This is an optimization exercise on Yosys and OpenROAD, whose aim is small area and a short achievable clock period, not a production implementation.
In this exercise RTL edits were held to simulation tests only and were not proved equivalent to the original.
Power and IR drop assume default switching activity.

Setup of the previous run:
==> flow/design.v <==
module processor(clk,rst,start,data_in,data_out);
input clk;
input rst;
input start;
input [7:0]data_in;
output [7:0]data_out;
reg [7:0] mem [0:255];
reg [7:0] A;
reg [15:0] row;      
reg [15:0] col;      
reg state;           
reg c1, c2;          
reg [7:0] tq [0:3];  
reg [3:0] tqs;       
wire [7:0] temp = (tq[0] & {8{tqs[0]}}) | (tq[1] & {8{tqs[1]}}) |
                  (tq[2] & {8{tqs[2]}}) | (tq[3] & {8{tqs[3]}});
wire wr = rst & ~state & ~start & (c1 | c2);
reg [7:0] rd [0:3];
integer i, q;
always @* begin
    for (q = 0; q < 4; q = q + 1) begin
        rd[q] = 8'b0;
        for (i = 0; i < 64; i = i + 1)
            rd[q] = rd[q] | (mem[q*64+i] & {8{row[q*4+i/16] & col[i%16]}});
    end
end
integer j;
always @(posedge clk) begin
    for (j = 0; j < 256; j = j + 1)
        if (wr & row[j/16] & col[j%16]) mem[j] <= data_in;
    if (rst & state) begin
        for (q = 0; q < 4; q = q + 1) begin
            tq[q] <= rd[q];
            tqs[q] <= |row[q*4 +: 4];
        end
    end
end
always @(posedge clk) begin
    if (!rst) begin
        state <= 1'b0;
        A <= 8'b0;
        row <= 16'b1;
        col <= 16'b1;
        c1 <= 1'b0;
        c2 <= 1'b0;
    end else if (!state) begin
        if (start) begin
            state <= 1'b1;
        end else begin
            col <= {col[14:0], col[15]};
            if (col[15]) row <= {row[14:0], row[15]};
            c1 <= ~c1;
            c2 <= c1;
        end
    end else begin
        col <= {col[14:0], col[15]};
        if (col[15]) row <= {row[14:0], row[15]};
        if (c1) A <= temp;
        c1 <= ~c1 & ~c2;
        c2 <= c1;
    end
end
assign data_out = A;
endmodule
clock: 5.0 ns
lec_check: 0
abc_clock_period_in_ps: 2000
cap_margin: 20
core_margin: 2
core_utilization: 65
cts_buf_list: sky130_fd_sc_hd__clkbuf_16
cts_cluster_diameter: 60
cts_cluster_size: 30
place_density: 0.75
setup_slack_margin: 2.7
slew_margin: 20
run.sh (not shown) runs the stock make flow with config.mk's settings and CLKGATE_MAP_FILE= SYNTH_SCRIPT=/design/flow/synth_recipe.tcl, a recipe that flattens the netlist after the stock synthesis.
The previous run completed; timing, DRC and antenna clean
Edits applied to the flow inputs when going from the previous run to the current run:
Settings: a deleted PLACE_DENSITY that had been 0.75; a change of CORE_UTILIZATION from 65 to 40.
### Flow results
- The current run: all stages complete, timing, DRC and antenna checks passed
- Per the final summary, the previous run finished and its layout is clean on timing, DRC and antenna.
- For the chip width, the current run came in 27% higher than the previous run did.
- Going from the previous run to the current run, initial antenna violation count moved up; slew at the pin with the worst max-slew slack decreased by 54 ps relative to the old numbers; global router's overall resource usage moved down; initial standard-cell utilization of the core went down 26 points.
- The current run — total placed cells including tap cells 1,034 higher, the previous run as reference
- Against the previous run, the current run reports a number of clock buffer instances in the layout that is higher.
- [compare] base=the previous run new=the current run: met2 track utilization from global routing went down by 18 points; overall power of the completed layout went up about 0.5%.

========
## old
Starts from the design.v that is shown in full above.
make LEC_CHECK=0 ABC_CLOCK_PERIOD_IN_PS=2000 CAP_MARGIN=20 CORE_MARGIN=2 CORE_UTILIZATION=40 CTS_BUF_LIST='sky130_fd_sc_hd__clkbuf_4 sky130_fd_sc_hd__clkbuf_8' SETUP_SLACK_MARGIN=2.7 SLEW_MARGIN=20 finish   # period 5.0 ns
Looking at the reports, old completed the entire flow and the layout it produced met the timing, DRC and antenna checks.
#### Input delta (new over old)
- an added CTS_CLUSTER_DIAMETER of 50
- an added CTS_CLUSTER_SIZE of 20
- a change of CTS_BUF_LIST from sky130_fd_sc_hd__clkbuf_4 sky130_fd_sc_hd__clkbuf_8 to sky130_fd_sc_hd__clkbuf_8 sky130_fd_sc_hd__clkbuf_16
Findings:
[diff] global-route wire length before repair, new relative to old: improvement. Final cell area excluding filler cells (new vs. old) decreases slightly. Relative to old, global-route usage decreased by 0.82 points in new. Compared with old, new shows number of global-route vias before repair that has gone down by a few percent. old -> new: number of placement rows flat. Between old and new, cell count along the critical path is lower for old, new comes in above that. The run showing the greater detailed-route wire length is old. Maximum frequency, new vs old: up slightly. Number of cells on the worst reg-to-reg path (new over old): decrease, 2.

========
processor, a different RTL version from the one above (not shown whole).
Size in the first run: about 79000 sq um of cells after synthesis.
Settings: LEC_CHECK=0, ABC_CLOCK_PERIOD_IN_PS=2000, CAP_MARGIN=20, CORE_MARGIN=2, CORE_UTILIZATION=40, CTS_BUF_LIST=sky130_fd_sc_hd__clkbuf_16, CTS_CLUSTER_DIAMETER=100, CTS_CLUSTER_SIZE=24, SETUP_SLACK_MARGIN=2.5, SLEW_MARGIN=20; clock period 5.0 ns.
The first run completed without violations.
Next try:
ABC_CLOCK_PERIOD_IN_PS = 1500   (was 2000)
CTS_CLUSTER_DIAMETER = 60   (was 100)
CTS_CLUSTER_SIZE = 30   (was 24)
SETUP_SLACK_MARGIN = 3.2   (was 2.5)
Synthesized cell count is unchanged.
Total power is higher by 12%.
Register-to-register slack improved by 0.25 ns.
Cell area is higher by 13%.
Next try:
ABC_CLOCK_PERIOD_IN_PS = 2000   (was 1500)
PLACE_DENSITY = 0.72   (was unset)
SETUP_SLACK_MARGIN = 2.7   (was 3.2)
=> Global-route usage shrinks by 4.9 points; clock skew grows by 0.0072 ns; worst setup slack is worse by 0.061 ns; final area shrinks by 8.6%; power shrinks by 3.2%; maximum frequency shrinks by 2.6%; synthesized area is unchanged; die area stays the same.

========
Setup of lane 1:
processor again, from the RTL that the note above started with.
Design processor, start of the top module:
module processor(clk,rst,start,data_in,data_out);
input clk;
input rst;
input start;
input [7:0]data_in;
output [7:0]data_out;
reg [7:0] mem [0:255];
reg [7:0] A;
reg [15:0] row;      
reg [15:0] col;      
reg state;           
reg c1, c2;          
reg [7:0] tq [0:7];  
reg [7:0] tqs;       
reg [7:0] temp;
integer k;
always @* begin
    temp = 8'b0;
    for (k = 0; k < 8; k = k + 1)
        temp = temp | (tq[k] & {8{tqs[k]}});
end
wire wr = rst & ~state & ~start & (c1 | c2);
reg [7:0] rd [0:7];
integer i, q;
always @* begin
    for (q = 0; q < 8; q = q + 1) begin
        rd[q] = 8'b0;
        for (i = 0; i < 32; i = i + 1)
            rd[q] = rd[q] | (mem[q*32+i] & {8{row[q*2+i/16] & col[i%16]}});
    end
end
integer j;
always @(posedge clk) begin
    for (j = 0; j < 256; j = j + 1)
        if (wr & row[j/16] & col[j%16]) mem[j] <= data_in;
    if (rst & state) begin
        for (q = 0; q < 8; q = q + 1) begin
            tq[q] <= rd[q];
            tqs[q] <= |row[q*2 +: 2];
        end
    end
end
always @(posedge clk) begin
    if (!rst) begin
        state <= 1'b0;
        A <= 8'b0;
        row <= 16'b1;
        col <= 16'b1;
        c1 <= 1'b0;
        c2 <= 1'b0;
    end else if (!state) begin
        if (start) begin
            state <= 1'b1;
        end else begin
            col <= {col[14:0], col[15]};
            if (col[15]) row <= {row[14:0], row[15]};
            c1 <= ~c1;
            c2 <= c1;
        end
    end else begin
        col <= {col[14:0], col[15]};
        if (col[15]) row <= {row[14:0], row[15]};
        if (c1) A <= temp;
        c1 <= ~c1 & ~c2;
        c2 <= c1;
    end
end
assign data_out = A;
endmodule
export LEC_CHECK = 0
export ABC_CLOCK_PERIOD_IN_PS = 2000
export CAP_MARGIN = 20
export CORE_MARGIN = 2
export CORE_UTILIZATION = 40
export CTS_BUF_LIST = sky130_fd_sc_hd__clkbuf_16
export CTS_CLUSTER_DIAMETER = 100
export CTS_CLUSTER_SIZE = 24
export SETUP_SLACK_MARGIN = 2.7
export SLEW_MARGIN = 20
create_clock -name core_clock -period 5.0 [get_ports {clk}]
> inputs changed (lane 1 -> lane 2)
Settings: CTS_CLUSTER_DIAMETER changed from 100 to 60; CTS_CLUSTER_SIZE changed from 24 to 30.
==> comparison <==
Higher first-pass GRT wire length goes to lane 2 over lane 1. Lane 1 → lane 2: fmax went up by 8.9 MHz; non-clock buffer area fraction after layout was more or less identical; net switching power figure went up by about 18%; total power went up by 3100 µW; synthesis-to-finish area growth went up by 2.2 points. Lane 2 has more setup slack than lane 1. Compared with lane 1, in lane 2 fraction of layout instances using a drive strength above 1 now larger, final cell count without fillers saw an increase, non-clock buffer count down 2, sequential share of layout area down 1.5 points.

## port drivers added, routing unchanged
Ports are ideal in the flow. The routed layouts listed here were re-timed in OpenROAD.
Step 1, drivers: a clkbuf_16 drives clk and a buf_2 each remaining input, both assumed.
Step 2, shift: input delay + t, output delay - t, t = (earliest + latest rising clock arrival at the registers) / 2. This alone moves slack from input paths to output paths.
Three values: ideal ports, drivers, drivers and shift; two values: the first two.
run	shift t [ns]	setup slack, ns	worst hold slack (ns)	worst slew at a driven data input, ns
the previous run	0.830	2.366 / 2.366 / 1.970	0.470 / 0.470 / 0.470	0.04
the current run	0.895	2.470 / 2.470 / 1.826	0.508 / 0.508 / 0.508	0.10
old	1.101	2.447 / 2.365 / 1.670	0.451 / 0.407 / 0.502	0.10
new	0.904	2.472 / 2.472 / 1.825	0.505 / 0.505 / 0.505	0.10
the first run of note 3	0.818	2.528 / 2.471 / 1.744	0.482 / 0.482 / 0.482	0.10
the second run of note 3	0.879	2.693 / 2.608 / 2.267	0.487 / 0.487 / 0.487	0.11
the third run of note 3	0.852	2.632 / 2.551 / 1.954	0.513 / 0.513 / 0.513	0.09
lane 1	0.833	2.627 / 2.636 / 1.804	0.477 / 0.477 / 0.477	0.10
lane 2	0.864	2.676 / 2.621 / 1.924	0.470 / 0.470 / 0.470	0.10
After both steps every run listed still meets setup and hold. For lane 1, which loses most, drivers alone change the setup slack by +0.009 ns; drivers and shift together by -0.823 ns.
